This design comes from an exercise in tuning for small area, a short achievable clock period and few clock cycles per item on the open sky130 flow, not from production work.
Where RTL was checked, it was by simulation tests only, not by an equivalence proof against the original.
Function not checked in runs 1 to 5: the RTL went through the layout flow alone.
No activity file was given, so power comes from the tool's default toggle rates.

## design.v

```verilog
`timescale 10ns / 100ps
module divider #
(
    parameter   [16:0] REGMASK = (17'b1_1111_1111_0101_0100)
)(
    input           i_rstn          ,
    input           i_sclk          ,
    input           i_input_valid   ,
    input   [15:0]  i_dividend      ,
    input   [15:0]  i_divisor       ,
    output          o_output_valid  ,
    output  [15:0]  o_quotient      ,
    output  [15:0]  o_remainder
);
    wire    [15:0]  w_rem [0:16];
    wire    [15:0]  w_aq  [0:16];    
    wire    [15:0]  w_dvs [0:16];
    wire    [16:0]  w_vld;
    wire    [15:0]  s_rem [0:16];
    wire    [15:0]  s_aq  [0:16];
    wire    [15:0]  s_dvs [0:16];
    wire    [16:0]  s_vld;
    assign w_rem[0] = 16'd0;
    assign w_aq[0]  = i_dividend;
    assign w_dvs[0] = i_divisor;
    assign w_vld[0] = i_input_valid;
    genvar k;
    generate for (k = 0; k <= 16; k = k + 1) begin : stage
        if (k >= 1) begin : row
            wire    [k-1:0] x  = (k == 1) ? s_aq[k-1][15] : {s_rem[k-1][k-2 >= 0 ? k-2 : 0:0], s_aq[k-1][15]};
            wire    [k-1:0] bl = s_dvs[k-1][k-1:0];
            localparam integer L = 7;                  
            wire    [k-1:0] gi = x & ~bl;            
            wire    [k-1:0] ti = x | ~bl;            
            wire    [k-1:0] gg [0:L];
            wire    [k-1:0] pp [0:L];
            assign gg[0] = {gi[k-1:1], 1'b1};
            assign pp[0] = {ti[(k > 1 ? k-2 : 0):0], 1'b0};
            genvar l, j;
            for (l = 0; l < L; l = l + 1) begin : lvl
                for (j = 0; j < k; j = j + 1) begin : bt
                    localparam integer s  = (l < 4) ? l : 6 - l;
                    localparam integer ok = (l < 4) ? ((j + 1) % (2 << s) == 0)
                                                    : ((j + 1) % (2 << s) == (1 << s) && j >= (2 << s));
                    if (ok) begin : comb
                        localparam integer m = j - (1 << s);
                        assign gg[l+1][j] = gg[l][j] | (pp[l][j] & gg[l][m]);
                        assign pp[l+1][j] = pp[l][j] & pp[l][m];
                    end else begin : pass
                        assign gg[l+1][j] = gg[l][j];
                        assign pp[l+1][j] = pp[l][j];
                    end
                end
            end
            wire    [k:0]   c  = {ti & gg[L], 1'b1};
            wire            hz = (k == 16) ? 1'b1 : ~|(s_dvs[k-1] >> k);
            wire            q  = hz & c[k];
            wire    [k-1:0] r  = x ^ ({k{q}} & ~(bl ^ c[k-1:0]));
            assign w_rem[k] = {{(16-k){1'b0}}, r};
            assign w_aq[k]  = {s_aq[k-1][14:0], q};
            assign w_dvs[k] = s_dvs[k-1];
            assign w_vld[k] = s_vld[k-1];
        end
        if (REGMASK[k]) begin : pipe
            reg         r_vld;
            reg [15:0]  r_aq;
            always @(posedge i_sclk or negedge i_rstn)
                if (!i_rstn) r_vld <= 1'b0;
                else         r_vld <= w_vld[k];
            always @(posedge i_sclk)
                r_aq <= w_aq[k];
            assign s_vld[k] = r_vld;
            assign s_aq[k]  = r_aq;
            if (k >= 1) begin : rem
                reg [k-1:0] r_rem;
                always @(posedge i_sclk)
                    r_rem <= w_rem[k][k-1:0];
                assign s_rem[k] = {{(16-k){1'b0}}, r_rem};
            end else begin : norem
                assign s_rem[k] = 16'd0;
            end
            if (k < 16) begin : dvs
                reg [15:0] r_dvs;
                always @(posedge i_sclk)
                    r_dvs <= w_dvs[k];
                assign s_dvs[k] = r_dvs;
            end else begin : nodvs
                assign s_dvs[k] = 16'd0;
            end
        end else begin : thru
            assign s_vld[k] = w_vld[k];
            assign s_aq[k]  = w_aq[k];
            assign s_rem[k] = w_rem[k];
            assign s_dvs[k] = w_dvs[k];
        end
    end
    endgenerate
    assign o_output_valid = s_vld[16];
    assign o_quotient     = s_aq[16];
    assign o_remainder    = s_rem[16];
endmodule
```

## flow/run.sh

```bash
#!/bin/bash
# Standard synthesis, unchanged; then the standard layout with port buffers
# that the resizer may resize (no footprint matching).
set -e
bash standard.sh synth > synth.log 2>&1
bash standard.sh MATCH_CELL_FOOTPRINT=0 "BUFFER_PORTS_ARGS=-buffer_cell sky130_fd_sc_hd__buf_4" finish > layout.log 2>&1
```

## standard.sh

```bash
#!/bin/bash
# synth_recipe.tcl (not shown) runs the flow's synth.tcl, then flattens the netlist and writes it again
# the make line also repeats each setting of config.mk as NAME=value (left out here)
make -C /OpenROAD-flow-scripts/flow DESIGN_CONFIG=/design/flow/config.mk WORK_HOME=/design/flow/orfs CLKGATE_MAP_FILE= SYNTH_SCRIPT=/design/flow/synth_recipe.tcl "${@:-finish}"
```

## config.mk

```make
export PLATFORM = sky130hd
export DESIGN_NAME = divider
export DESIGN_NICKNAME = divider
export VERILOG_FILES = /design/flow/design.v
export SDC_FILE = /design/flow/constraint.sdc
export NUM_CORES = 4
export LEC_CHECK = 0
export ABC_AREA = 1
export CAP_MARGIN = 20
export CORE_MARGIN = 2
export CORE_UTILIZATION = 45
export CTS_CLUSTER_DIAMETER = 80
export CTS_CLUSTER_SIZE = 30
export PLACE_DENSITY = 0.6
export SETUP_SLACK_MARGIN = 3.3
export SLEW_MARGIN = 20
```

## constraint.sdc

```tcl
create_clock -name core_clock -period 5.5 [get_ports {i_sclk}]
set_input_delay 1.1000 -clock core_clock [delete_from_list [all_inputs] [get_ports {i_sclk}]]
set_output_delay 1.1000 -clock core_clock [all_outputs]
set_load 0.01 [all_outputs]
```

==> flow_metrics.env, run 1 <==
export IMPL_yosys_area_top_type="dfxtp_1"
export IMPL_htreeDepth=1
export IMPL_path_class="reg2reg"
export IMPL_cts_sinks=500
export IMPL_drtPass1Iterations=5
export IMPL_fin_cells=2609
export IMPL_via_count=12200
export IMPL_peakVddDrop_v=0.000197
export IMPL_crit_chain="nor2_2 -> nor3b_2 -> nand4_1 -> nor2_1 -> and2_4 -> nand4_1 -> nand3_2 -> nand2_2 -> o21ai_4 -> nand2_4 -> a21oi_4 -> nand2_1 -> nand2_1 -> nand2_1"
export IMPL_routabilityCongestion=0.848
export IMPL_wl_mm=31.0
export IMPL_dp_hpwl_mm=19.4
export IMPL_timing_hold_ws_ns=0.328
export IMPL_endpoint_kind="flop"
export IMPL_wl_per_cell_um=11.9
export IMPL_synth_xor_area_share=0.0552
export IMPL_row_count=70
export IMPL_synth_compound_area_frac=0.0721
export IMPL_synth_flop_cell="dfxtp_1"
export IMPL_grt_overflow=0
export IMPL_grt_use_total=0.147
export IMPL_synth_adder_area_share=0.000596
export IMPL_final_core_util=0.576
export IMPL_yosys_area_share_simple=0.204
export IMPL_num_antenna_cells=0
export IMPL_ys_seq_area_frac=0.600
export IMPL_fmax_mhz=427
export IMPL_crit_required_ns=5.95
export IMPL_finalCritPeriodShare=0.426
export IMPL_cpPeakStageDelay_ns=0.33
export IMPL_synth_warnings=2
export IMPL_syn_area_mm2=0.0168
export IMPL_synthArstFlopShare=0.0240
export IMPL_core_region_area_mm2=0.0367
export IMPL_dieArea_mm2=0.0389
export IMPL_path_clk_slew_ns=0.10
export IMPL_drv_cap=0
export IMPL_antenna_found_initial=0
export IMPL_synth_top_family_by_area="simple AND/OR/NAND/NOR gates"
export IMPL_status="complete, no violations"
export IMPL_highest_layer="met4"
export IMPL_most_common_layout_cells="dfxtp_1 (449), nand2_1 (401), inv_1 (249)"
export IMPL_drt_antenna_violating_nets=0
export IMPL_cts_buffer_depth=3
export IMPL_fin_nets=2166
export IMPL_drive_gt1_frac=0.289
export IMPL_insertion_delay_ns=0.55
export IMPL_finalWorstSetupSlack_ns=3.16
export IMPL_cts_tree="built"
export IMPL_cts_buffers=23
export IMPL_crit_path_start_kind="flop"
export IMPL_place_inst=2431
export IMPL_io_pins=68
export IMPL_worst_pin_slew_ns=0.892
export IMPL_drv_slew=0
export IMPL_synth_top_cell_area_share=0.582
export IMPL_synth_area_leaders="dfxtp_1 (58%), nand2_1 (11%), inv_1 (6.2%)"
export IMPL_ys_ff_latch=500
export IMPL_final_min_clock_period_ns=2.34
export IMPL_crit_family="simple AND/OR/NAND/NOR gates"
export IMPL_netlist_instances=1907
export IMPL_via_per_inst=4.69
export IMPL_grt_pass1_wl_mm=48.1
export IMPL_drc=0
export IMPL_power_leakage_nw=9.95
export IMPL_drt_met1_wl_mm=11.6
export IMPL_grt_pass1_vias=11300
export IMPL_path_buf_inv=0
export IMPL_dr_wl_met3_um=759
export IMPL_cp_arrival_ns=2.79
export IMPL_cts_root_buf="clkbuf_16"
export IMPL_path_common_cell="nand2_1"
export IMPL_fin_tns_setup_ns=0
export IMPL_die_y_um=197
export IMPL_rsz0062_at_grt="yes"
export IMPL_grt_max_degree=32
export IMPL_die_w_um=197
export IMPL_setup_viol=0
export IMPL_mostFrequentLayoutCell="dfxtp_1"
export IMPL_hp_class="reg2reg"
export IMPL_met2_length_mm=17.4
export IMPL_skew_ns=0.0211
export IMPL_synthMuxAreaShare=0
export IMPL_avgSynthCellArea_um2=8.80
export IMPL_worstPathMaxFanout=7
export IMPL_slew_headroom=0.401
export IMPL_pre_cts_slack_ns=2.50
export IMPL_initial_core_util=0.457
export IMPL_synth_distinct_cells=49
export IMPL_portBuffers=67
export IMPL_synth_edf_count=0
export IMPL_critPathSlowestCell="dfxtp_2"
export IMPL_syn2layout_area_growth_pct=25.9
export IMPL_p_per_area_mw_per_mm2=334
export IMPL_synth_nets=1942
export IMPL_hold_violations=0
export IMPL_dr_first_iter_drc_count=407
worst register-to-register path: cells and delay by family, from the launching register on:
kind            cells  cell delay [ns]
compound gates      2             0.42
flops               1             0.33
simple gates       12             1.48
state kept, by name, indices dropped and copies added (netlist names):
name and cells:
stage.pipe.r_vld 12, stage.pipe.dvs.r_dvs 176, stage.pipe.rem.r_rem 120, stage.pipe.r_aq 192
routing by layer:
metal	track usage	vias up
li1	-	6412
met1	0.146	5605
met4	0.0640	0
met3	0.0183	73
met2	0.302	134
met5	0	-
cells in the mapped netlist, types with 9 or more instances:
| cell type | count |
|---|---|
| xor2_1 | 87 |
| nor2_1 | 92 |
| nand3_2 | 9 |
| nand2_1 | 492 |
| o21ai_1 | 14 |
| nand4_1 | 21 |
| o22ai_1 | 18 |
| nand3_1 | 107 |
| nor2_2 | 9 |
| or2_2 | 17 |
| inv_1 | 278 |
| o21ai_0 | 136 |
| dfxtp_1 | 488 |
| nand2_2 | 15 |
| a21oi_1 | 16 |
| xnor2_1 | 17 |
| dfrtp_1 | 12 |
kinds of logic after synthesis:
logic type / count (synthesis)
AOI/OAI and AO/OA: 214
and+or+nand+nor: 790
DFF: 500
xor gates and xnor gates: 105
buffers and inverters: 297
adders and majority gates: 1
where the power goes:
| group | leakage, nW | internal, W | switching [W] |
|---|---|---|---|
| clock | 0.338 | 0.000810 | 0.00113 |
| sequential | 4.22 | 0.00385 | 0.000144 |
| combinational | 5.40 | 0.000490 | 0.000635 |
| total | 9.95 | 0.00515 | 0.00191 |
metrics by stage:
stage          cell area (µm²)  total power [W]
2_1_floorplan            16800          0.00461
3_3_place_gp             17800          0.00481
3_5_place_dp             17800          0.00484
4_1_cts                  19800          0.00695
5_1_grt                  21100          0.00742
6_report                 21100          0.00706
final timing paths:
path	from	end	slack (ns)	cells past startpoint
setup reg to reg	stage[4].pipe.dvs.r_dvs[14]	stage[6].pipe.rem.r_rem[4]	3.16	14
hold / removal	stage[6].pipe.r_aq[12]	stage[8].pipe.r_aq[14]	0.33	0
max in group asynchronous	i_rstn	stage[6].pipe.r_vld	4.98	1
setup / recovery	stage[4].pipe.dvs.r_dvs[14]	stage[6].pipe.rem.r_rem[4]	3.16	14
min in group asynchronous	i_rstn	stage[2].pipe.r_vld	0.37	1
hold reg to reg	stage[6].pipe.r_aq[12]	stage[8].pipe.r_aq[14]	0.33	0
area by class of cell:
type / count / area, µm²
repair buffers: 197 / 1620
clock buffers: 25 / 583
fillers: 3148 / 15600
repair inverters: 2 / 15.0
well taps: 468 / 586
clock inverters: 10 / 119
flip-flops and latches: 500 / 10100
inverters: 286 / 1110
multi-input cells: 1121 / 6960
repair_timing:
| item | 4_1_cts | 5_1_grt |
|---|---|---|
| hold buffers | 0 | 0 |
| cloned | 10 | 5 |
| setup buffers | 85 | 43 |
| resized for setup | 167 | 320 |
| setup endpoints to repair | 119 | 127 |
| pin swaps | 73 | 150 |
==> inputs of run 2 (changes only) <==
--- a/design.v
+++ b/design.v
@@ -2,5 +2,5 @@
 module divider #
 (
-    parameter   [16:0] REGMASK = (17'b1_1111_1111_0101_0100)
+    parameter   [16:0] REGMASK = (17'b1_1111_1101_0101_0100)
 )(
     input           i_rstn          ,
==> flow_metrics.env, run 2 <==
export IMPL_hp_class="reg2reg"
export IMPL_path_common_cell="nand2_2"
export IMPL_drv_slew=0
export IMPL_grt_use_total=0.158
export IMPL_synth_nets=1883
export IMPL_fmax_mhz=396
export IMPL_drt_antenna_violating_nets=0
export IMPL_portBuffers=67
export IMPL_crit_required_ns=5.93
export IMPL_htreeDepth=1
export IMPL_cts_tree="built"
export IMPL_antenna_found_initial=0
export IMPL_synth_most_common_cell="nand2_1"
export IMPL_worstPathMaxFanout=7
export IMPL_peakVddDrop_v=0.000264
export IMPL_rsz0062_at_grt="yes"
export IMPL_path_buf_inv=2
export IMPL_grt_overflow=0
export IMPL_ys_seq_area_frac=0.585
export IMPL_finalPower_w=0.00667
export IMPL_top_register="stage.pipe.r_aq"
export IMPL_crit_family="simple AND/OR/NAND/NOR gates"
export IMPL_cp_arrival_ns=2.96
export IMPL_yosys_area_share_simple=0.215
export IMPL_dp_hpwl_mm=19.7
export IMPL_fin_cells=2546
export IMPL_core_region_area_mm2=0.0345
export IMPL_hold_violations=0
export IMPL_synthArstFlopShare=0.0240
export IMPL_synth_edf_count=0
export IMPL_synth_flop_cell="dfxtp_1"
export IMPL_synth_top_cells_by_count="nand2_1 (512), dfxtp_1 (447), inv_1 (259)"
export IMPL_grt_pass1_wl_mm=47.9
export IMPL_final_min_clock_period_ns=2.52
export IMPL_syn_area_mm2=0.0158
export IMPL_grt_pass1_vias=10800
export IMPL_place_inst=2362
export IMPL_via_per_inst=4.63
export IMPL_io_pins=68
export IMPL_initial_core_util=0.456
export IMPL_endpoint_kind="flop"
export IMPL_cts_buffer_depth=3
export IMPL_timing_hold_ws_ns=0.330
export IMPL_syn2layout_area_growth_pct=28.7
export IMPL_insertion_delay_ns=0.56
export IMPL_synthMuxAreaShare=0
export IMPL_path_class="reg2reg"
export IMPL_reg_largest_list="stage.pipe.r_aq (176), stage.pipe.dvs.r_dvs (160), stage.pipe.rem.r_rem (111)"
export IMPL_yosys_area_top_type="dfxtp_1"
export IMPL_most_common_layout_cells="nand2_1 (411), dfxtp_1 (407), inv_1 (230)"
export IMPL_synth_xor_area_share=0.0600
export IMPL_num_antenna_cells=0
export IMPL_cts_sinks=458
export IMPL_grt_max_degree=32
export IMPL_slew_headroom=0.339
export IMPL_crit_path_start_kind="flop"
export IMPL_worst_pin_slew_ns=0.984
export IMPL_drtPass1Iterations=5
export IMPL_finalCritPeriodShare=0.459
export IMPL_drv_cap=0
export IMPL_cts_root_buf="clkbuf_16"
export IMPL_die_w_um=191
export IMPL_cpPeakStageDelay_ns=0.34
export IMPL_synth_adder_area_share=0
export IMPL_skew_ns=0.0197
export IMPL_synth_compound_area_frac=0.0715
export IMPL_via_count=11800
export IMPL_mostFrequentLayoutCell="nand2_1"
export IMPL_avgSynthCellArea_um2=8.53
export IMPL_synth_top_cell_area_share=0.568
export IMPL_dr_first_iter_drc_count=410
export IMPL_grtUsageMet1=0.169
export IMPL_drc=0
export IMPL_busiest_layer="met2"
export IMPL_fin_nets=2115
export IMPL_largest_register_ffs=176
export IMPL_setup_viol=0
export IMPL_crit_chain="nor4_1 -> nand3_1 -> nor2_2 -> inv_1 -> a21oi_4 -> nand2_2 -> nor2_4 -> xor2_2 -> nand2_1 -> o21ai_1 -> inv_2 -> nand2_4 -> nand2_8 -> o21ai_2 -> nand2_2"
export IMPL_synth_top_family_by_area="simple AND/OR/NAND/NOR gates"
export IMPL_ys_ff_latch=458
export IMPL_wl_mm=30.5
export IMPL_critPathSlowestCell="dfxtp_1"
export IMPL_status="complete, no violations"
export IMPL_final_cell_area_mm2=0.0203
export IMPL_grt_use_met2=0.311
export IMPL_dieArea_mm2=0.0365
export IMPL_synth_distinct_cells=45
export IMPL_fin_tns_setup_ns=0
export IMPL_synth_area_leaders="dfxtp_1 (57%), nand2_1 (12%), inv_1 (6.2%)"
export IMPL_power_leakage_nw=9.61
export IMPL_wl_per_cell_um=12.0
export IMPL_routabilityCongestion=0.844
export IMPL_placed_area_mm2=0.0168
export IMPL_netlist_instances=1848
export IMPL_drive_gt1_frac=0.299
export IMPL_path_clk_slew_ns=0.11
export IMPL_cts_buffers=22
export IMPL_p_per_area_mw_per_mm2=329
export IMPL_synth_warnings=2
export IMPL_row_count=68
export IMPL_grtUsageMet3=0.0211
export IMPL_die_y_um=191
[run 2: timing repair]
item / 4_1_cts / 5_1_grt
hold buffers: 0 / 0
setup endpoints to repair: 117 / 120
pin swaps: 106 / 138
gates cloned: 8 / 2
setup buffers: 95 / 44
resized for setup: 239 / 264
[run 2: final cells by class]
type                       count  area (µm²)
clock buffer                  24         568
clock inverter                11         156
fill                        2977       14300
inverter                     271        1070
multi-input combinational   1116        6810
sequential                   458        9290
tap                          455         569
timing repair buffer         211        1800
[run 2: logic make-up (layout without fill, tap and decap cells)]
kind of cell / after synthesis / after routing
XOR/XNOR: 108 / 108
AND/OR/NAND/NOR: 798 / 804
flip-flops: 458 / 458
buffers and inverters: 280 / 517
AO/OA/AOI/OAI: 204 / 204
[run 2: metrics by stage]
step	worst slack (ns)	util
floorplan	3.27	-
global placement	2.54	0.487
detailed placement	2.45	0.487
CTS	2.97	0.553
global route	2.83	0.587
finish	2.98	0.587
[run 2: worst register-to-register path, delay by kind of cell (launching register included)]
| family | cells | cell delay [ns] |
|---|---|---|
| buffers and inverters | 2 | 0.16 |
| AND/OR/NAND/NOR | 9 | 1.25 |
| XOR/XNOR | 1 | 0.20 |
| flip-flops | 1 | 0.34 |
| AO/OA/AOI/OAI | 3 | 0.45 |
[run 2: worst paths after layout]
check | cells past startpoint | end | slack (ns) | from
max | 15 | stage[6].pipe.rem.r_rem[1] | 2.98 | stage[4].pipe.dvs.r_dvs[8]
min | 0 | stage[13].pipe.r_aq[3] | 0.33 | stage[12].pipe.r_aq[2]
max reg2reg | 15 | stage[6].pipe.rem.r_rem[1] | 2.98 | stage[4].pipe.dvs.r_dvs[8]
min reg2reg | 0 | stage[13].pipe.r_aq[3] | 0.33 | stage[12].pipe.r_aq[2]
max in group asynchronous | 1 | stage[12].pipe.r_vld | 5.01 | i_rstn
min in group asynchronous | 1 | stage[11].pipe.r_vld | 0.35 | i_rstn
[run 2: metal layers]
layer	vias to the layer above	part of all wire
met1	5371	0.40
met3	52	0.027
li1	6238	-
met4	0	0.029
met5	-	0
met2	128	0.54
[run 2: where the power goes]
part / switching [W] / total, W / internal, W
registers: 0.000142 / 0.00368 / 0.00354
clock network: 0.00110 / 0.00190 / 0.000803
logic: 0.000615 / 0.00109 / 0.000479
==> inputs of run 3 (changes only) <==
--- a/design.v
+++ b/design.v
@@ -2,5 +2,5 @@
 module divider #
 (
-    parameter   [16:0] REGMASK = (17'b1_1111_1101_0101_0100)
+    parameter   [16:0] REGMASK = (17'b1_1111_1111_1110_0100)
 )(
     input           i_rstn          ,
==> flow_metrics.env, run 3 <==
export IMPL_synth_warnings=2
export IMPL_drtPass1Iterations=4
export IMPL_synth_adder_area_share=0.00116
export IMPL_fmax_mhz=405
export IMPL_combPwrFrac=0.152
export IMPL_endpoint_kind="flop"
export IMPL_yosys_area_top_type="dfxtp_1"
export IMPL_via_per_inst=4.63
export IMPL_hold_buffers=0
export IMPL_cts_root_buf="clkbuf_16"
export IMPL_via_count=11700
export IMPL_grt_max_degree=32
export IMPL_reg_largest_list="stage.pipe.r_aq (208), stage.pipe.dvs.r_dvs (192), stage.pipe.rem.r_rem (128)"
export IMPL_top_register="stage.pipe.r_aq"
export IMPL_worstPathMaxFanout=7
export IMPL_synth_xor_area_share=0.0631
export IMPL_drive_gt1_frac=0.306
export IMPL_syn_area_mm2=0.0172
export IMPL_htreeDepth=1
export IMPL_internal_power_w=0.00561
export IMPL_regArea_mm2=0.0110
export IMPL_syn2layout_area_growth_pct=26.2
export IMPL_skew_ns=0.0145
export IMPL_portBuffers=67
export IMPL_grt_use_total=0.151
export IMPL_drv_cap=0
export IMPL_hp_class="reg2reg"
export IMPL_core_region_area_mm2=0.0377
export IMPL_grt_overflow=0
export IMPL_fin_cells=2535
export IMPL_r2r_end="stage[5].pipe.rem.r_rem[3]"
export IMPL_finalWorstSetupSlack_ns=3.03
export IMPL_fin_nets=2047
export IMPL_crit_path_start_kind="flop"
export IMPL_synth_nets=1819
export IMPL_dp_hpwl_mm=19.9
export IMPL_ys_seq_area_frac=0.633
export IMPL_final_core_util=0.576
export IMPL_synth_edf_count=0
export IMPL_ys_ff_latch=541
export IMPL_dieArea_mm2=0.0398
export IMPL_synth_top_family_by_area="simple AND/OR/NAND/NOR gates"
export IMPL_initial_core_util=0.457
export IMPL_largest_register_ffs=208
export IMPL_insertion_delay_ns=0.57
export IMPL_synth_top_cells_by_count="dfxtp_1 (528), nand2_1 (361), inv_1 (235)"
export IMPL_wl_mm=31.0
export IMPL_synth_distinct_cells=52
export IMPL_fill_cells=3228
export IMPL_path_clk_slew_ns=0.10
export IMPL_synthArstFlopShare=0.0240
export IMPL_pre_cts_slack_ns=2.66
export IMPL_p_sw_frac=0.264
export IMPL_switching_power_w=0.00202
export IMPL_reg2regPathDepth=17
export IMPL_p_clk_frac=0.281
export IMPL_seqPwrFrac=0.567
export IMPL_synthMuxAreaShare=0
export IMPL_cts_buffers=25
export IMPL_most_common_layout_cells="dfxtp_1 (487), nand2_1 (300), inv_1 (211)"
export IMPL_antenna_found_initial=0
export IMPL_drt_antenna_violating_nets=0
export IMPL_io_pins=68
export IMPL_cp_arrival_ns=2.93
export IMPL_power_leakage_nw=9.77
export IMPL_rsz0062_at_grt="yes"
export IMPL_grt_pass1_wl_mm=48.9
export IMPL_yosys_area_share_simple=0.175
export IMPL_reg2reg_from="stage[2].pipe.dvs.r_dvs[11]"
export IMPL_p_per_area_mw_per_mm2=351
export IMPL_setup_viol=0
export IMPL_finalCritPeriodShare=0.449
export IMPL_synth_most_common_cell="dfxtp_1"
export IMPL_synth_flop_cell="dfxtp_1"
export IMPL_die_w_um=200
export IMPL_num_antenna_cells=0
export IMPL_cts_tree="built"
export IMPL_slew_headroom=0.431
export IMPL_drc=0
export IMPL_netlist_instances=1784
export IMPL_cp_endpoint="stage[5].pipe.rem.r_rem[3]"
export IMPL_crit_path_start="stage[2].pipe.dvs.r_dvs[11]"
export IMPL_synth_area_leaders="dfxtp_1 (61%), nand2_1 (7.9%), inv_1 (5.1%)"
export IMPL_path_class="reg2reg"
export IMPL_grt_pass1_vias=11000
export IMPL_synth_top_cell_area_share=0.615
export IMPL_cts_sinks=541
export IMPL_routabilityCongestion=0.868
export IMPL_worst_pin_slew_ns=0.851
export IMPL_mostFrequentLayoutCell="dfxtp_1"
export IMPL_reg2reg_slack_ns=3.03
export IMPL_status="complete, no violations"
export IMPL_drv_slew=0
export IMPL_row_count=71
export IMPL_final_min_clock_period_ns=2.47
export IMPL_dr_first_iter_drc_count=379
export IMPL_synth_compound_area_frac=0.0693
export IMPL_cts_buffer_depth=3
export IMPL_wl_per_cell_um=12.2
export IMPL_timing_hold_ws_ns=0.327
export IMPL_crit_required_ns=5.96
export IMPL_avgSynthCellArea_um2=9.64
export IMPL_hold_violations=0
export IMPL_place_inst=2355
export IMPL_fin_tns_setup_ns=0
export IMPL_peakVddDrop_v=0.000279
export IMPL_die_y_um=200
export IMPL_multi_input_area_mm2=0.00664
==> run 3: cell types whose count changed after synthesis, moves of 14 or more <==
| cell | previous run | this run |
|---|---|---|
| or2_2 | 9 | 24 |
| inv_1 | 259 | 235 |
| nor2_1 | 92 | 78 |
| dfxtp_1 | 447 | 528 |
| nand2_1 | 512 | 361 |
| o21ai_0 | 122 | 87 |
==> run 3: cell families after synthesis <==
logic type	Yosys count
xor gates and xnor gates	124
AOI/OAI and AO/OA	201
adders and majority gates	2
DFF	541
and+or+nand+nor	662
buffers and inverters	254
==> run 3: final cells by class <==
class / instances / share of cell area
Clock buffer: 29 / 0.0300
Clock inverter: 10 / 0.00645
Multi-Input combinational cell: 993 / 0.306
Timing Repair inverter: 1 / 0.000519
Inverter: 246 / 0.0437
Timing Repair Buffer: 204 / 0.0792
Tap cell: 511 / 0.0294
Sequential cell: 541 / 0.505
==> run 3: worst min-delay path by stage <==
stage | start | endpoint | slack, ns | cells past startpoint
after global placement | stage[5].pipe.r_aq[1] | stage[6].pipe.r_aq[2] | 0.31 | 0
final | stage[2].pipe.r_aq[0] | stage[5].pipe.r_aq[3] | 0.33 | 0
after CTS | i_rstn | stage[9].pipe.r_vld | 0.31 | 1
after floorplan | stage[9].pipe.r_aq[9] | stage[10].pipe.r_aq[10] | 0.31 | 0
after global routing | i_rstn | stage[2].pipe.r_vld | 0.32 | 1
after detailed placement | stage[9].pipe.r_aq[13] | stage[10].pipe.r_aq[14] | 0.31 | 0
==> run 3: per-layer routing <==
layer	GRT usage	up-vias	wire (µm)
li1	-	6086	-
met1	0.155	5446	11800
met2	0.306	147	17400
met3	0.0209	58	906
met4	0.0529	0	860
met5	0	-	0
==> run 3: metrics by stage <==
step | area [µm²] | power (W)
2_1_floorplan | 17200 | 0.00494
3_3_place_gp | 18300 | 0.00515
3_5_place_dp | 18300 | 0.00518
4_1_cts | 20600 | 0.00755
5_1_grt | 21700 | 0.00802
6_report | 21700 | 0.00763
==> run 3: power by group through the flow <==
stage / sequential (W) / clock, W / combinational, W
2_1_floorplan: 0.00439 / 0 / 0.000550
3_3_place_gp: 0.00440 / 0 / 0.000749
3_5_place_dp: 0.00440 / 0 / 0.000773
4_1_cts: 0.00432 / 0.00224 / 0.000994
5_1_grt: 0.00437 / 0.00237 / 0.00128
6_report: 0.00433 / 0.00214 / 0.00116
==> run 3: timing repair <==
item	CTS	global route
setup buffers	93	40
pin swaps	97	147
setup endpoints to repair	123	131
gates cloned	7	1
gates resized for setup	223	223
==> run 3: worst max-delay path: stages, from the launching register on <==
cell and delay (ns):
dfxtp_2 0.34, nor2_2 0.10, nand3_2 0.13, or2_4 0.26, nor4_4 0.21, nand2_2 0.12, a21oi_4 0.23, nand4_1 0.20
nand3_2 0.13, nand2_1 0.05, inv_1 0.06, nand2_2 0.08, nand2_4 0.08, nand2_4 0.07, nand2_4 0.11, nand3_1 0.08
nand2_1 0.06, nand2_1 0.05
==> inputs of run 4 (changes only) <==
--- a/design.v
+++ b/design.v
@@ -2,5 +2,5 @@
 module divider #
 (
-    parameter   [16:0] REGMASK = (17'b1_1111_1111_1110_0100)
+    parameter   [16:0] REGMASK = (17'b1_1111_1111_1010_1000)
 )(
     input           i_rstn          ,
==> flow_metrics.env, run 4 <==
export IMPL_status="complete, no violations"
export IMPL_fmax_mhz=443
export IMPL_cts_tree="built"
export IMPL_grt_max_degree=31
export IMPL_dieArea_mm2=0.0386
export IMPL_crit_path_start="stage[14].pipe.dvs.r_dvs[0]"
export IMPL_drtPass1Iterations=4
export IMPL_crit_chain="inv_2 -> nor2_4 -> o21ai_1 -> o21ai_1 -> o21ai_1 -> nand2_1 -> o21ai_2 -> nand3_1 -> nand2_2 -> nand3_2 -> nand2_2 -> nand2_2 -> nand2_2 -> o21ai_4 -> nand2_4 -> buf_12 -> nand2_8 -> o21ai_2 -> nand2_1"
export IMPL_dp_hpwl_mm=19.1
export IMPL_reg2regPathDepth=19
export IMPL_drv_cap=0
export IMPL_grt_pass1_wl_mm=44.0
export IMPL_pre_cts_slack_ns=2.42
export IMPL_synth_area_leaders="dfxtp_1 (59%), nand2_1 (9.0%), inv_1 (6.2%)"
export IMPL_worstPathMaxFanout=10
export IMPL_synth_top_cells_by_count="dfxtp_1 (491), nand2_1 (398), inv_1 (274)"
export IMPL_dr_first_iter_drc_count=363
export IMPL_synth_edf_count=0
export IMPL_via_per_inst=4.62
export IMPL_synth_distinct_cells=51
export IMPL_row_count=70
export IMPL_syn2layout_area_growth_pct=18.8
export IMPL_cp_depth=19
export IMPL_cts_buffers=24
export IMPL_core_region_area_mm2=0.0365
export IMPL_via_count=11300
export IMPL_yosys_area_top_type="dfxtp_1"
export IMPL_finalWorstSetupSlack_ns=3.24
export IMPL_fill_cells=3259
export IMPL_cp_endpoint="stage[15].pipe.rem.r_rem[11]"
export IMPL_grt_use_total=0.135
export IMPL_reg2reg_from="stage[14].pipe.dvs.r_dvs[0]"
export IMPL_die_w_um=196
export IMPL_initial_core_util=0.456
export IMPL_cts_buffer_depth=3
export IMPL_largest_register_ffs=192
export IMPL_grt_pass1_vias=10300
export IMPL_placed_area_mm2=0.0177
export IMPL_crit_family="simple AND/OR/NAND/NOR gates"
export IMPL_htreeDepth=1
export IMPL_die_y_um=196
export IMPL_drc=0
export IMPL_insertion_delay_ns=0.55
export IMPL_hold_violations=0
export IMPL_drt_antenna_violating_nets=0
export IMPL_hp_class="reg2reg"
export IMPL_crit_path_start_kind="flop"
export IMPL_final_cell_area_mm2=0.0198
export IMPL_path_clk_slew_ns=0.10
export IMPL_most_common_layout_cells="dfxtp_1 (470), nand2_1 (351), inv_1 (260)"
export IMPL_path_class="reg2reg"
export IMPL_syn_area_mm2=0.0167
export IMPL_final_min_clock_period_ns=2.26
export IMPL_portBuffers=67
export IMPL_hold_path_startpoint="stage[7].pipe.r_aq[10]"
export IMPL_drv_slew=0
export IMPL_top_register="stage.pipe.r_aq"
export IMPL_synth_nets=1846
export IMPL_antenna_found_initial=0
export IMPL_p_per_area_mw_per_mm2=358
export IMPL_cpPeakStageDelay_ns=0.34
export IMPL_endpoint_kind="flop"
export IMPL_synth_warnings=2
export IMPL_skew_ns=0.0171
export IMPL_synth_top_cell_area_share=0.590
export IMPL_path_common_cell="nand2_2"
export IMPL_netlist_instances=1811
export IMPL_drive_gt1_frac=0.198
export IMPL_cp_arrival_ns=2.71
export IMPL_synthArstFlopShare=0.0239
export IMPL_cts_sinks=503
export IMPL_synth_flop_cell="dfxtp_1"
export IMPL_ys_ff_latch=503
export IMPL_slew_headroom=0.130
export IMPL_hold_buffers=0
export IMPL_crit_required_ns=5.95
export IMPL_ys_seq_area_frac=0.608
export IMPL_grt_overflow=0
export IMPL_setup_viol=0
export IMPL_reg2reg_slack_ns=3.24
export IMPL_r2r_end="stage[15].pipe.rem.r_rem[11]"
export IMPL_cts_root_buf="clkbuf_16"
export IMPL_path_buf_inv=2
export IMPL_fin_nets=1992
export IMPL_avgSynthCellArea_um2=9.20
export IMPL_synth_most_common_cell="dfxtp_1"
export IMPL_routabilityCongestion=0.838
export IMPL_peakVddDrop_v=0.000224
export IMPL_power_leakage_nw=9.27
export IMPL_critPathSlowestCell="dfxtp_2"
export IMPL_reg_largest_list="stage.pipe.r_aq (192), stage.pipe.dvs.r_dvs (176), stage.pipe.rem.r_rem (123)"
export IMPL_worst_pin_slew_ns=1.31
export IMPL_io_pins=68
export IMPL_rsz0062_at_grt="yes"
export IMPL_wl_per_cell_um=11.2
export IMPL_mostFrequentLayoutCell="dfxtp_1"
export IMPL_fin_tns_setup_ns=0
export IMPL_finalCritPeriodShare=0.411
export IMPL_num_antenna_cells=0
export IMPL_wl_mm=27.4
## run 4: final cells by class
type / count / area [µm²] / area share
Clock buffer: 26 / 639 / 0.0323
Clock inverter: 13 / 158 / 0.00797
Inverter: 283 / 1080 / 0.0545
Multi-Input combinational cell: 1021 / 6140 / 0.310
Sequential cell: 503 / 10200 / 0.514
Tap cell: 468 / 586 / 0.0296
Timing Repair Buffer: 124 / 1020 / 0.0514
## run 4: worst min path at each step
stage               slack (ns)                       to  depth (start not counted)
floorplan                 0.31  stage[10].pipe.r_aq[10]                          0
global placement          0.31  stage[14].pipe.r_aq[11]                          0
detailed placement        0.31   stage[10].pipe.r_aq[1]                          0
CTS                       0.32   stage[8].pipe.r_aq[11]                          0
global route              0.33   stage[8].pipe.r_aq[11]                          0
finish                    0.32   stage[8].pipe.r_aq[11]                          0
## run 4: where the power goes
| group | total, W | switching (W) | internal, W |
|---|---|---|---|
| clock | 0.00208 | 0.00118 | 0.000899 |
| sequential | 0.00402 | 0.000141 | 0.00388 |
| combinational | 0.000976 | 0.000555 | 0.000420 |
| total | 0.00708 | 0.00188 | 0.00520 |
## run 4: kinds of logic after synthesis
family,Yosys count,share of synthesized area
simple gates,662,0.176
flops,503,0.608
buf+inv,291,0.0677
compound gates,212,0.0728
xor+xnor,143,0.0752
## run 4: routing by layer
layer  up-vias  global-route usage  routed length (µm)
met5         -                   0                   0
met4         0              0.0424                 714
met3        50              0.0207                 853
met2       122               0.279               15100
met1      5120               0.135               10700
li1       5966                   -                   -
## run 4: timing repair
item | in CTS | in global routing
setup endpoints to repair | 102 | 129
cloned | 3 | 2
setup buffers | 27 | 28
pin swaps | 26 | 81
endpoints found under the hold margin | 0 | 0
gates resized for setup | 62 | 177
## run 4: worst reg2reg max path, stage by stage (launching register included)
cell and delay [ns]:
dfxtp_2 0.34, inv_2 0.08, nor2_4 0.05, o21ai_1 0.06
o21ai_1 0.09, o21ai_1 0.10, nand2_1 0.11, o21ai_2 0.09
nand3_1 0.11, nand2_2 0.11, nand3_2 0.07, nand2_2 0.08
nand2_2 0.08, nand2_2 0.11, o21ai_4 0.07, nand2_4 0.11
buf_12 0.13, nand2_8 0.10, o21ai_2 0.20, nand2_1 0.06
## run 4: per-stage QoR
| stage | cells | power, W | hold WS (ns) | utilization |
|---|---|---|---|---|
| 2_1_floorplan | 1811 | 0.00467 | 0.310 | - |
| 3_3_place_gp | 2339 | 0.00488 | 0.310 | 0.485 |
| 3_5_place_dp | 2339 | 0.00491 | 0.312 | 0.485 |
| 4_1_cts | 2408 | 0.00707 | 0.325 | 0.520 |
| 5_1_grt | 2438 | 0.00746 | 0.331 | 0.542 |
| 6_report | 2438 | 0.00708 | 0.319 | 0.542 |
==> inputs of run 5 (changes only) <==
--- a/design.v
+++ b/design.v
@@ -2,5 +2,5 @@
 module divider #
 (
-    parameter   [16:0] REGMASK = (17'b1_1111_1111_1010_1000)
+    parameter   [16:0] REGMASK = (17'b1_1111_1111_1101_0000)
 )(
     input           i_rstn          ,
==> flow_metrics.env, run 5 <==
export IMPL_worstPathMaxFanout=7
export IMPL_grt_pass1_vias=11200
export IMPL_htreeDepth=1
export IMPL_crit_path_start="stage[4].pipe.dvs.r_dvs[14]"
export IMPL_status="complete, no violations"
export IMPL_drv_slew=0
export IMPL_portBuffers=67
export IMPL_crit_path_start_kind="flop"
export IMPL_synth_nets=1821
export IMPL_peakVddDrop_v=0.000235
export IMPL_grt_pass1_wl_mm=49.2
export IMPL_drv_cap=0
export IMPL_largest_register_ffs=192
export IMPL_routabilityCongestion=0.852
export IMPL_mostFrequentLayoutCell="dfxtp_1"
export IMPL_yosys_area_top_type="dfxtp_1"
export IMPL_hp_class="reg2reg"
export IMPL_fin_tns_setup_ns=0
export IMPL_worst_pin_slew_ns=0.964
export IMPL_die_w_um=196
export IMPL_setup_viol=0
export IMPL_via_per_inst=4.68
export IMPL_row_count=70
export IMPL_r2r_end="stage[6].pipe.rem.r_rem[3]"
export IMPL_syn_area_mm2=0.0165
export IMPL_grt_overflow=0
export IMPL_reg_largest_list="stage.pipe.r_aq (192), stage.pipe.dvs.r_dvs (176), stage.pipe.rem.r_rem (125)"
export IMPL_crit_required_ns=5.97
export IMPL_synth_top_cell_area_share=0.598
export IMPL_avgSynthCellArea_um2=9.25
export IMPL_path_class="reg2reg"
export IMPL_cp_arrival_ns=2.91
export IMPL_synth_distinct_cells=44
export IMPL_core_region_area_mm2=0.0363
export IMPL_top_register="stage.pipe.r_aq"
export IMPL_synth_most_common_cell="dfxtp_1"
export IMPL_synth_warnings=2
export IMPL_final_cell_area_mm2=0.0209
export IMPL_grt_use_total=0.154
export IMPL_p_per_area_mw_per_mm2=352
export IMPL_path_clk_slew_ns=0.11
export IMPL_cts_tree="built"
export IMPL_synth_area_leaders="dfxtp_1 (60%), nand2_1 (8.6%), inv_1 (5.7%)"
export IMPL_rsz0062_at_grt="yes"
export IMPL_via_count=11600
export IMPL_fmax_mhz=410
export IMPL_fin_nets=2028
export IMPL_place_inst=2317
export IMPL_reg2reg_from="stage[4].pipe.dvs.r_dvs[14]"
export IMPL_fin_cells=2472
export IMPL_synthArstFlopShare=0.0238
export IMPL_netlist_instances=1786
export IMPL_dp_hpwl_mm=19.7
export IMPL_cp_endpoint="stage[6].pipe.rem.r_rem[3]"
export IMPL_hold_violations=0
export IMPL_cts_root_buf="clkbuf_16"
export IMPL_dr_first_iter_drc_count=364
export IMPL_reg2reg_slack_ns=3.06
export IMPL_power_leakage_nw=9.55
export IMPL_dieArea_mm2=0.0383
export IMPL_fill_cells=3081
export IMPL_cts_buffers=24
export IMPL_insertion_delay_ns=0.56
export IMPL_wl_per_cell_um=12.2
export IMPL_slew_headroom=0.353
export IMPL_drtPass1Iterations=5
export IMPL_io_pins=68
export IMPL_antenna_found_initial=0
export IMPL_num_antenna_cells=0
export IMPL_ys_seq_area_frac=0.616
export IMPL_reg2regPathDepth=17
export IMPL_grt_max_degree=32
export IMPL_finalCritPeriodShare=0.443
export IMPL_synth_edf_count=0
export IMPL_cts_buffer_depth=3
export IMPL_wl_mm=30.2
export IMPL_final_min_clock_period_ns=2.44
export IMPL_drt_antenna_violating_nets=0
export IMPL_cts_sinks=505
export IMPL_drive_gt1_frac=0.291
export IMPL_initial_core_util=0.454
export IMPL_endpoint_kind="flop"
export IMPL_placed_area_mm2=0.0177
export IMPL_die_y_um=196
export IMPL_syn2layout_area_growth_pct=26.4
export IMPL_skew_ns=0.0255
export IMPL_most_common_layout_cells="dfxtp_1 (451), nand2_1 (315), inv_1 (217)"
export IMPL_ys_ff_latch=505
export IMPL_synth_top_cells_by_count="dfxtp_1 (493), nand2_1 (379), inv_1 (251)"
export IMPL_drc=0
export IMPL_synth_flop_cell="dfxtp_1"
==> run 5: metrics by stage <==
step	hold WS, ns	setup slack [ns]	total power [W]	utilization
after global routing	0.324	2.84	0.00771	0.574
after detailed placement	0.312	2.28	0.00493	0.487
final	0.325	3.06	0.00735	0.574
after CTS	0.330	3.06	0.00726	0.544
after global placement	0.309	2.32	0.00491	0.487
after floorplan	0.310	2.83	0.00468	-
==> run 5: power breakdown <==
part | internal, W | total, W | switching (W)
clock | 0.000977 | 0.00216 | 0.00118
sequential | 0.00390 | 0.00405 | 0.000152
combinational | 0.000521 | 0.00113 | 0.000613
==> run 5: kinds of logic after synthesis <==
logic type | synth area share
adder cells (fa/ha/maj) | 0.00189
buffers and inverters | 0.0609
XOR/XNOR | 0.0721
flip-flops | 0.616
AO/OA/AOI/OAI | 0.0714
AND/OR/NAND/NOR | 0.178
==> run 5: critical path, stage by stage, from the launching register on <==
cell      delay, ns
dfxtp_2        0.33
or2_4          0.25
nor3_2         0.11
nor3b_4        0.23
a21boi_4       0.32
nand2_2        0.10
nor2_1         0.10
nand2_1        0.06
nand2_2        0.10
inv_2          0.05
nand2_2        0.08
nand2_2        0.06
inv_2          0.05
nand2_2        0.05
nand2_4        0.09
nand3_4        0.12
o21bai_1       0.19
nand2_1        0.06
==> run 5: routing by layer <==
layer  vias up  track usage  wire length [µm]
li1       6064            -                 -
met1      5340        0.162             12000
met2       118        0.313             16700
met3        53       0.0209               855
met4         0       0.0458               662
met5         -            0                 0
==> run 5: repair_timing <==
action,in CTS,in global routing
gates cloned,8,1
setup buffers,63,46
gates resized for setup,210,224
pin swaps,90,131
hold buffers,0,0
setup endpoints to repair,132,131
endpoints found under the hold margin,0,0
==> run 5: worst min-delay path by stage <==
stage,from,end,slack (ns),cells past startpoint
after floorplan,stage[9].pipe.r_aq[9],stage[10].pipe.r_aq[10],0.31,0
after global placement,stage[8].pipe.r_aq[6],stage[9].pipe.r_aq[7],0.31,0
after detailed placement,stage[9].pipe.r_aq[5],stage[10].pipe.r_aq[6],0.31,0
after CTS,i_rstn,stage[16].pipe.r_vld,0.33,1
after global routing,stage[4].pipe.r_aq[1],stage[6].pipe.r_aq[3],0.32,0
final,stage[12].pipe.r_aq[14],stage[13].pipe.r_aq[15],0.32,0
==> run 5: layout make-up <==
class	instances	area (µm²)	area share
clock buffer	26	629	0.0301
timing repair buffer	181	1500	0.0719
multi-input combinational	1021	6670	0.319
clock inverter	11	194	0.00929
tap	468	586	0.0280
inverter	260	1070	0.0515
sequential	505	10200	0.490
==> inputs of run 6 (changes only) <==
--- a/design.v
+++ b/design.v
@@ -2,5 +2,5 @@
 module divider #
 (
-    parameter   [16:0] REGMASK = (17'b1_1111_1111_1101_0000)
+    parameter   [16:0] REGMASK = (17'b1_1111_1111_1110_1000)
 )(
     input           i_rstn          ,
==> flow_metrics.env, run 6 <==
export IMPL_status="complete, no violations"
export IMPL_via_per_inst=4.50
export IMPL_path_clk_slew_ns=0.10
export IMPL_peakVddDrop_v=0.000207
export IMPL_cts_sinks=542
export IMPL_synth_flop_cell="dfxtp_1"
export IMPL_synth_top_cells_by_count="dfxtp_1 (529), nand2_1 (462), inv_1 (263)"
export IMPL_hp_class="in2async"
export IMPL_drv_slew=0
export IMPL_avgSynthCellArea_um2=9.22
export IMPL_final_min_clock_period_ns=2.18
export IMPL_grt_max_degree=32
export IMPL_synth_most_common_cell="dfxtp_1"
export IMPL_mostFrequentLayoutCell="dfxtp_1"
export IMPL_finalPower_w=0.00750
export IMPL_grt_pass1_vias=10400
export IMPL_syn2layout_area_growth_pct=13.3
export IMPL_fin_tns_setup_ns=0
export IMPL_crit_chain="buf_6"
export IMPL_dr_first_iter_drc_count=450
export IMPL_hold_buffers=0
export IMPL_synth_edf_count=0
export IMPL_synthArstFlopShare=0.0240
export IMPL_most_common_layout_cells="dfxtp_1 (519), nand2_1 (457), inv_1 (262)"
export IMPL_drv_cap=0
export IMPL_portBuffers=67
export IMPL_critPathSlowestCell="dfrtp_1"
export IMPL_pre_cts_slack_ns=2.87
export IMPL_multi_input_area_mm2=0.00581
export IMPL_drtPass1Iterations=5
export IMPL_wl_per_cell_um=10.9
export IMPL_die_w_um=202
export IMPL_p_per_area_mw_per_mm2=375
export IMPL_drt_antenna_violating_nets=0
export IMPL_synth_warnings=2
export IMPL_skew_ns=0.0246
export IMPL_cpPeakStageDelay_ns=0.38
export IMPL_htreeDepth=1
export IMPL_io_pins=68
export IMPL_antenna_found_initial=1
export IMPL_core_region_area_mm2=0.0387
export IMPL_cts_buffers=26
export IMPL_slew_headroom=0.343
export IMPL_drc=0
export IMPL_ys_ff_latch=542
export IMPL_netlist_instances=1917
export IMPL_dp_hpwl_mm=20.8
export IMPL_dieArea_mm2=0.0409
export IMPL_ys_seq_area_frac=0.618
export IMPL_via_count=11500
export IMPL_routabilityCongestion=0.805
export IMPL_hold_violations=0
export IMPL_cts_root_buf="clkbuf_16"
export IMPL_cts_tree="built"
export IMPL_synth_distinct_cells=50
export IMPL_fmax_mhz=460
export IMPL_rsz0062_at_grt="yes"
export IMPL_setup_viol=0
export IMPL_grt_overflow=0
export IMPL_worst_pin_slew_ns=0.984
export IMPL_num_antenna_cells=0
export IMPL_initial_core_util=0.456
export IMPL_crit_required_ns=4.40
export IMPL_finalWorstSetupSlack_ns=3.32
export IMPL_grt_pass1_wl_mm=45.9
export IMPL_grt_use_total=0.133
export IMPL_path_buf_inv=1
export IMPL_regArea_mm2=0.0109
export IMPL_die_y_um=202
export IMPL_yosys_area_top_type="dfxtp_1"
export IMPL_wl_mm=27.9
export IMPL_reg2reg_from="stage[10].pipe.dvs.r_dvs[14]"
export IMPL_power_leakage_nw=9.48
export IMPL_path_class="reg2out"
export IMPL_cts_buffer_depth=3
export IMPL_reg_largest_list="stage.pipe.r_aq (208), stage.pipe.dvs.r_dvs (192), stage.pipe.rem.r_rem (129)"
export IMPL_syn_area_mm2=0.0177
export IMPL_row_count=72
export IMPL_insertion_delay_ns=0.58
export IMPL_crit_path_start="stage[16].pipe.r_vld"
export IMPL_crit_path_start_kind="flop"
export IMPL_fin_nets=2062
export IMPL_fill_cells=3541
export IMPL_worstPathMaxFanout=1
export IMPL_synth_area_leaders="dfxtp_1 (60%), nand2_1 (9.8%), inv_1 (5.6%)"
export IMPL_endpoint_kind="output port"
export IMPL_synth_nets=1952
export IMPL_drive_gt1_frac=0.115
export IMPL_cp_arrival_ns=1.08
export IMPL_crit_family="flip-flops"
export IMPL_finalCritPeriodShare=0.395
export IMPL_largest_register_ffs=208
export IMPL_top_register="stage.pipe.r_aq"
export IMPL_synth_top_cell_area_share=0.599
-- run 6: cell types whose count changed in the layout (fill, tap and decap cells not counted), sizes merged, moves of 15 or more --
cell   change
or2       -16
dfxtp     +36
o21ai     +15
inv       +24
buf       -93
nand2     +89
-- run 6: power by group --
part	internal [W]	leakage (nW)	switching [W]	total [W]
registers	0.00418	4.57	0.000144	0.00432
logic	0.000370	4.48	0.000503	0.000873
clock network	0.00103	0.440	0.00127	0.00230
-- run 6: metrics by stage --
step                      utilization  cells  cell area (µm²)  hold WS (ns)
after detailed placement        0.485   2494            18800         0.312
after CTS                       0.510   2539            19700         0.304
after global routing            0.517   2560            20000         0.308
after floorplan                     -   1917            17700         0.310
after global placement          0.485   2494            18800         0.310
final                           0.517   2560            20000         0.327
-- run 6: what timing repair did --
action | CTS | global route
setup buffers | 2 | 18
cloned | 0 | 3
setup endpoints to repair | 27 | 75
hold endpoints to repair | 0 | 0
resized for setup | 7 | 32
pin swaps | 1 | 7
-- run 6: kinds of logic (layout without fill, tap and decap cells) --
| group | Yosys count | after routing | synth area share |
|---|---|---|---|
| AND/OR/NAND/NOR | 748 | 751 | 0.188 |
| AO/OA/AOI/OAI | 210 | 210 | 0.0670 |
| buffers and inverters | 287 | 409 | 0.0627 |
| flip-flops | 542 | 542 | 0.618 |
| XOR/XNOR | 130 | 130 | 0.0644 |
-- run 6: final cells by class --
class,count,area share
Tap cell,518,0.0324
Multi-Input combinational cell,1091,0.290
Clock inverter,16,0.0125
Inverter,278,0.0526
Sequential cell,542,0.546
Timing Repair Buffer,88,0.0338
Clock buffer,27,0.0327
-- run 6: worst register-to-register path, delay by kind of cell, from the launching register on --
family / cells / cell delay, ns
xor gates and xnor gates: 1 / 0.16
DFF: 1 / 0.33
and+or+nand+nor: 4 / 1.54
-- run 6: layer usage --
layer / GRT usage / part of all wire
met1: 0.157 / 0.45
met2: 0.242 / 0.48
met3: 0.0190 / 0.035
met4: 0.0547 / 0.033
met5: 0 / 0
-- run 6: worst paths after layout --
check	endpoint	slack, ns	depth (start not counted)
setup / recovery	o_output_valid	3.32	1
hold / removal	stage[3].pipe.r_vld	0.33	1
setup reg to reg	stage[11].pipe.rem.r_rem[7]	3.42	5
hold reg to reg	stage[15].pipe.r_aq[5]	0.33	0
max in group asynchronous	stage[6].pipe.r_vld	5.00	1
min in group core_clock	stage[15].pipe.r_aq[5]	0.33	0
Testbench counts of run 6, summed over its fixed seeds: cycles 16,104, items 16,000.
==> inputs of run 7 (changes only) <==
--- a/config.mk
+++ b/config.mk
@@ -12,4 +12,5 @@
 export CTS_CLUSTER_DIAMETER = 80
 export CTS_CLUSTER_SIZE = 30
+export GPL_TIMING_DRIVEN = 0
 export PLACE_DENSITY = 0.6
 export SETUP_SLACK_MARGIN = 3.3
==> flow_metrics.env, run 7 <==
export IMPL_status="complete, no violations"
export IMPL_grt_pass1_wl_mm=46.3
export IMPL_grt_use_total=0.135
export IMPL_switching_power_w=0.00185
export IMPL_netlist_instances=1917
export IMPL_synth_area_leaders="dfxtp_1 (60%), nand2_1 (9.8%), inv_1 (5.6%)"
export IMPL_wl_mm=28.2
export IMPL_path_clk_slew_ns=0.10
export IMPL_fin_nets=2059
export IMPL_place_inst=2502
export IMPL_drt_antenna_violating_nets=0
export IMPL_routabilityCongestion=0.830
export IMPL_p_per_area_mw_per_mm2=369
export IMPL_p_clk_frac=0.291
export IMPL_dieArea_mm2=0.0409
export IMPL_endpoint_kind="output port"
export IMPL_placed_area_mm2=0.0188
export IMPL_synth_distinct_cells=50
export IMPL_synth_nets=1952
export IMPL_avgSynthCellArea_um2=9.22
export IMPL_synth_warnings=2
export IMPL_finalCritPeriodShare=0.396
export IMPL_portBuffers=67
export IMPL_dp_hpwl_mm=20.9
export IMPL_drc=0
export IMPL_drv_slew=0
export IMPL_crit_chain="buf_6"
export IMPL_grt_overflow=0
export IMPL_peakVddDrop_v=0.000206
export IMPL_hold_violations=0
export IMPL_wl_per_cell_um=11.0
export IMPL_reg_largest_list="stage.pipe.r_aq (208), stage.pipe.dvs.r_dvs (192), stage.pipe.rem.r_rem (129)"
export IMPL_synth_most_common_cell="dfxtp_1"
export IMPL_via_per_inst=4.49
export IMPL_ys_ff_latch=542
export IMPL_reg2reg_slack_ns=3.46
export IMPL_worstPathMaxFanout=1
export IMPL_cpPeakStageDelay_ns=0.39
export IMPL_syn2layout_area_growth_pct=12.6
export IMPL_cts_root_buf="clkbuf_16"
export IMPL_hold_buffers=0
export IMPL_slew_headroom=0.460
export IMPL_synth_flop_cell="dfxtp_1"
export IMPL_hold_path_startpoint="stage[3].pipe.r_aq[4]"
export IMPL_drtPass1Iterations=7
export IMPL_antenna_found_initial=0
export IMPL_most_common_layout_cells="dfxtp_1 (526), nand2_1 (456), inv_1 (261)"
export IMPL_synth_top_cell_area_share=0.599
export IMPL_grt_pass1_vias=10500
export IMPL_core_region_area_mm2=0.0387
export IMPL_synthArstFlopShare=0.0240
export IMPL_path_buf_inv=1
export IMPL_num_antenna_cells=0
export IMPL_hp_class="reg2reg"
export IMPL_die_y_um=202
export IMPL_seqPwrFrac=0.588
export IMPL_drive_gt1_frac=0.110
export IMPL_timing_hold_ws_ns=0.326
export IMPL_combPwrFrac=0.121
export IMPL_skew_ns=0.0254
export IMPL_row_count=72
export IMPL_synth_top_cells_by_count="dfxtp_1 (529), nand2_1 (462), inv_1 (263)"
export IMPL_cts_tree="built"
export IMPL_fin_cells=2555
export IMPL_cts_buffer_depth=3
export IMPL_power_leakage_nw=9.42
export IMPL_htreeDepth=1
export IMPL_insertion_delay_ns=0.57
export IMPL_final_cell_area_mm2=0.0199
export IMPL_io_pins=68
export IMPL_syn_area_mm2=0.0177
export IMPL_via_count=11500
export IMPL_dr_first_iter_drc_count=499
export IMPL_worst_pin_slew_ns=0.804
export IMPL_final_min_clock_period_ns=2.18
export IMPL_crit_path_start_kind="flop"
export IMPL_reg2reg_from="stage[14].pipe.dvs.r_dvs[0]"
export IMPL_cts_buffers=24
export IMPL_p_sw_frac=0.253
export IMPL_fmax_mhz=460
export IMPL_cts_sinks=542
export IMPL_mostFrequentLayoutCell="dfxtp_1"
export IMPL_drv_cap=0
export IMPL_critPathSlowestCell="dfrtp_1"
export IMPL_crit_path_start="stage[16].pipe.r_vld"
export IMPL_top_register="stage.pipe.r_aq"
export IMPL_internal_power_w=0.00548
export IMPL_crit_required_ns=4.40
export IMPL_die_w_um=202
export IMPL_ys_seq_area_frac=0.618
export IMPL_fin_tns_setup_ns=0
export IMPL_path_class="reg2out"
export IMPL_cp_arrival_ns=1.08
export IMPL_synth_edf_count=0
export IMPL_largest_register_ffs=208
export IMPL_yosys_area_top_type="dfxtp_1"
export IMPL_setup_viol=0
export IMPL_crit_family="flip-flops"
export IMPL_grt_max_degree=32
export IMPL_rsz0062_at_grt="yes"
export IMPL_initial_core_util=0.456
==> run 7: path summary, 6_finish.rpt <==
check / to / depth (start not counted)
hold / removal: stage[5].pipe.r_aq[6] / 0
min in group asynchronous: stage[16].pipe.r_vld / 1
max in group asynchronous: stage[6].pipe.r_vld / 1
hold reg to reg: stage[5].pipe.r_aq[6] / 0
setup reg to reg: stage[15].pipe.rem.r_rem[2] / 17
setup / recovery: o_output_valid / 1
==> run 7: final cells by class <==
class	instances	area [µm²]
clock buffers	27	612
repair buffers	78	606
well taps	518	648
inverters	278	1050
fillers	3535	18800
multi-input cells	1091	5810
plain buffers	9	86.3
flip-flops and latches	542	10900
clock inverters	12	174
==> run 7: power by group through the flow <==
| stage | Sequential (W) | Clock [W] | Combinational [W] |
|---|---|---|---|
| finish | 0.00432 | 0.00214 | 0.000886 |
| global route | 0.00435 | 0.00239 | 0.00101 |
| floorplan | 0.00440 | 0 | 0.000606 |
| global placement | 0.00440 | 0 | 0.000824 |
| detailed placement | 0.00441 | 0 | 0.000851 |
| CTS | 0.00432 | 0.00223 | 0.000853 |
==> run 7: repair_timing <==
action | 4_1_cts | 5_1_grt
endpoints found under the hold margin | 0 | 0
resized for setup | 2 | 50
setup endpoints to repair | 7 | 60
setup buffers | 0 | 9
pin swaps | 0 | 20
cloned | 0 | 5
==> run 7: cell families after synthesis <==
logic type | Yosys count | synth area share
AO/OA/AOI/OAI | 210 | 0.0670
XOR/XNOR | 130 | 0.0644
buffers and inverters | 287 | 0.0627
AND/OR/NAND/NOR | 748 | 0.188
flip-flops | 542 | 0.618
==> run 7: routing by layer <==
| metal | share of wire | vias up | global-route usage |
|---|---|---|---|
| met1 | 0.44 | 5084 | 0.158 |
| met2 | 0.50 | 149 | 0.248 |
| met4 | 0.030 | 0 | 0.0514 |
| li1 | - | 6191 | - |
| met5 | 0 | - | 0 |
| met3 | 0.032 | 48 | 0.0190 |
==> run 7: per-stage QoR <==
step / setup WS (ns) / power [W] / util
floorplan: 3.22 / 0.00500 / -
global placement: 2.80 / 0.00523 / 0.487
detailed placement: 2.77 / 0.00526 / 0.487
CTS: 3.28 / 0.00740 / 0.507
global route: 3.26 / 0.00775 / 0.514
finish: 3.32 / 0.00734 / 0.514
==> inputs of run 8 (changes only) <==
--- a/config.mk
+++ b/config.mk
@@ -12,4 +12,5 @@
 export CTS_CLUSTER_DIAMETER = 80
 export CTS_CLUSTER_SIZE = 30
+export GPL_ROUTABILITY_DRIVEN = 0
 export GPL_TIMING_DRIVEN = 0
 export PLACE_DENSITY = 0.6
==> flow_metrics.env, run 8 <==
export IMPL_fmax_mhz=460
export IMPL_drt_antenna_violating_nets=0
export IMPL_synth_warnings=2
export IMPL_critPathSlowestCell="dfrtp_1"
export IMPL_path_class="reg2out"
export IMPL_syn2layout_area_growth_pct=12.6
export IMPL_reg2regPathDepth=17
export IMPL_grt_use_total=0.135
export IMPL_reg2reg_slack_ns=3.46
export IMPL_drv_cap=0
export IMPL_slew_headroom=0.460
export IMPL_dr_first_iter_drc_count=499
export IMPL_power_leakage_nw=9.42
export IMPL_ys_seq_area_frac=0.618
export IMPL_syn_area_mm2=0.0177
export IMPL_drv_slew=0
export IMPL_cts_buffers=24
export IMPL_row_count=72
export IMPL_placed_area_mm2=0.0188
export IMPL_path_buf_inv=1
export IMPL_via_per_inst=4.49
export IMPL_peakVddDrop_v=0.000206
export IMPL_num_antenna_cells=0
export IMPL_avgSynthCellArea_um2=9.22
export IMPL_finalWorstSetupSlack_ns=3.32
export IMPL_portBuffers=67
export IMPL_netlist_instances=1917
export IMPL_dp_hpwl_mm=20.9
export IMPL_die_w_um=202
export IMPL_reg2reg_from="stage[14].pipe.dvs.r_dvs[0]"
export IMPL_fin_nets=2059
export IMPL_path_clk_slew_ns=0.10
export IMPL_setup_viol=0
export IMPL_fin_tns_setup_ns=0
export IMPL_cp_depth=1
export IMPL_die_y_um=202
export IMPL_ys_ff_latch=542
export IMPL_insertion_delay_ns=0.57
export IMPL_skew_ns=0.0254
export IMPL_top_register="stage.pipe.r_aq"
export IMPL_synth_top_cell_area_share=0.599
export IMPL_htreeDepth=1
export IMPL_final_min_clock_period_ns=2.18
export IMPL_rsz0062_at_grt="yes"
export IMPL_via_count=11500
export IMPL_crit_path_start_kind="flop"
export IMPL_pre_cts_slack_ns=2.77
export IMPL_antenna_found_initial=0
export IMPL_io_pins=68
export IMPL_grt_max_degree=32
export IMPL_initial_core_util=0.456
export IMPL_synth_distinct_cells=50
export IMPL_finalCritPeriodShare=0.396
export IMPL_worstPathMaxFanout=1
export IMPL_synth_most_common_cell="dfxtp_1"
export IMPL_r2r_end="stage[15].pipe.rem.r_rem[2]"
export IMPL_grt_overflow=0
export IMPL_synth_area_leaders="dfxtp_1 (60%), nand2_1 (9.8%), inv_1 (5.6%)"
export IMPL_hp_class="reg2reg"
export IMPL_drive_gt1_frac=0.110
export IMPL_final_cell_area_mm2=0.0199
export IMPL_reg_largest_list="stage.pipe.r_aq (208), stage.pipe.dvs.r_dvs (192), stage.pipe.rem.r_rem (129)"
export IMPL_mostFrequentLayoutCell="dfxtp_1"
export IMPL_cts_tree="built"
export IMPL_cts_buffer_depth=3
export IMPL_min_to="stage[5].pipe.r_aq[6]"
export IMPL_wl_per_cell_um=11.0
export IMPL_fill_cells=3535
export IMPL_synthArstFlopShare=0.0240
export IMPL_p_per_area_mw_per_mm2=369
export IMPL_cp_arrival_ns=1.08
export IMPL_worst_pin_slew_ns=0.804
export IMPL_hold_path_startpoint="stage[3].pipe.r_aq[4]"
export IMPL_synth_edf_count=0
export IMPL_timing_hold_ws_ns=0.326
export IMPL_grt_pass1_vias=10500
export IMPL_cts_root_buf="clkbuf_16"
export IMPL_hold_buffers=0
export IMPL_drtPass1Iterations=7
export IMPL_crit_required_ns=4.40
export IMPL_finalPower_w=0.00734
export IMPL_crit_family="flip-flops"
export IMPL_status="complete, no violations"
export IMPL_whs_path_depth=0
export IMPL_synth_flop_cell="dfxtp_1"
export IMPL_drc=0
export IMPL_yosys_area_top_type="dfxtp_1"
export IMPL_core_region_area_mm2=0.0387
export IMPL_most_common_layout_cells="dfxtp_1 (526), nand2_1 (456), inv_1 (261)"
export IMPL_synth_nets=1952
export IMPL_hold_violations=0
export IMPL_grt_pass1_wl_mm=46.3
export IMPL_regArea_mm2=0.0109
export IMPL_synth_top_cells_by_count="dfxtp_1 (529), nand2_1 (462), inv_1 (263)"
export IMPL_wl_mm=28.2
export IMPL_largest_register_ffs=208
export IMPL_multi_input_area_mm2=0.00581
export IMPL_endpoint_kind="output port"
export IMPL_cts_sinks=542
export IMPL_dieArea_mm2=0.0409
export IMPL_cpPeakStageDelay_ns=0.39
export IMPL_crit_chain="buf_6"
-- run 8: cell counts after synthesis --
Identical to the previous run, type by type.
-- run 8: stage by stage --
| stage | std cells | utilization |
|---|---|---|
| 4_1_cts | 2541 | 0.507 |
| 6_report | 2555 | 0.514 |
| 2_1_floorplan | 1917 | - |
| 3_5_place_dp | 2502 | 0.487 |
| 3_3_place_gp | 2502 | 0.487 |
| 5_1_grt | 2555 | 0.514 |
-- run 8: layout make-up --
cell class                 instances  share of cell area
buffer                             9             0.00434
timing repair buffer              78              0.0304
multi-input combinational       1091               0.292
clock buffer                      27              0.0307
tap                              518              0.0326
clock inverter                    12             0.00874
inverter                         278              0.0527
sequential                       542               0.549
-- run 8: per-layer routing --
metal / up-vias / wire [µm] / GRT usage
met5: - / 0 / 0
met4: 0 / 847 / 0.0514
met3: 48 / 907 / 0.0190
met2: 149 / 14000 / 0.248
met1: 5084 / 12400 / 0.158
li1: 6191 / - / -
-- run 8: worst max path at each step --
| stage | from | end |
|---|---|---|
| floorplan | i_divisor[9] | stage[3].pipe.rem.r_rem[0] |
| global placement | i_divisor[7] | stage[3].pipe.rem.r_rem[0] |
| detailed placement | i_divisor[7] | stage[3].pipe.rem.r_rem[0] |
| CTS | stage[16].pipe.r_vld | o_output_valid |
| global route | stage[9].pipe.r_aq[15] | stage[10].pipe.rem.r_rem[1] |
| finish | stage[16].pipe.r_vld | o_output_valid |
-- run 8: power breakdown --
group	leakage, nW	internal, W	switching (W)
Sequential	4.57	0.00418	0.000141
Combinational	4.47	0.000370	0.000516
Clock	0.382	0.000937	0.00120
-- run 8: repair_timing --
action / CTS / global route
endpoints found under the setup margin: 7 / 60
setup buffers: 0 / 9
cloned: 0 / 5
gates resized for setup: 2 / 50
pin swaps: 0 / 20
-- run 8: cell families (layout without fill, tap and decap cells) --
logic type,after synthesis,in the layout,share of synthesized area
AO/OA/AOI/OAI,210,211,0.0670
XOR/XNOR,130,130,0.0644
buffers and inverters,287,404,0.0627
flip-flops,542,542,0.618
AND/OR/NAND/NOR,748,750,0.188

## re-timing with driven ports
The results above use ideal ports. As a check the final layouts listed here were re-extracted and re-timed, cells and wires unchanged.
Step 1: set_driving_cell puts a clkbuf_16 on i_sclk and a buf_2 on each other input, an assumption about the parent block.
Step 2 also shifts input and output timing later by t, the mid clock arrival at the registers, as if the neighbouring blocks saw the same clock.
Three values: ideal, step 1, step 2; two values: the first two.
| run | t, ns | slack for setup (ns) | worst data-port slew with drivers (ns) | pins driven straight from the clock port |
|---|---|---|---|---|
| run 1 | 0.593 | 3.160 / 3.160 / 2.832 | 0.03 | 1 |
| run 2 | 0.602 | 2.976 / 2.976 / 2.956 | 0.04 | 1 |
| run 3 | 0.621 | 3.033 / 3.033 / 2.937 | 0.03 | 1 |
| run 4 | 0.597 | 3.240 / 3.240 / 2.669 | 0.04 | 1 |
| run 5 | 0.603 | 3.061 / 3.061 / 2.548 | 0.05 | 1 |
| run 6 | 0.623 | 3.325 / 3.275 / 2.873 | 0.05 | 1 |
| run 7 | 0.608 | 3.324 / 3.275 / 2.789 | 0.05 | 1 |
| run 8 | 0.608 | 3.324 / 3.275 / 2.789 | 0.05 | 1 |
After both steps setup and hold are still met in every run listed. For run 4, which loses most, drivers alone change the setup slack by 0.000 ns; drivers and shift together by -0.571 ns.
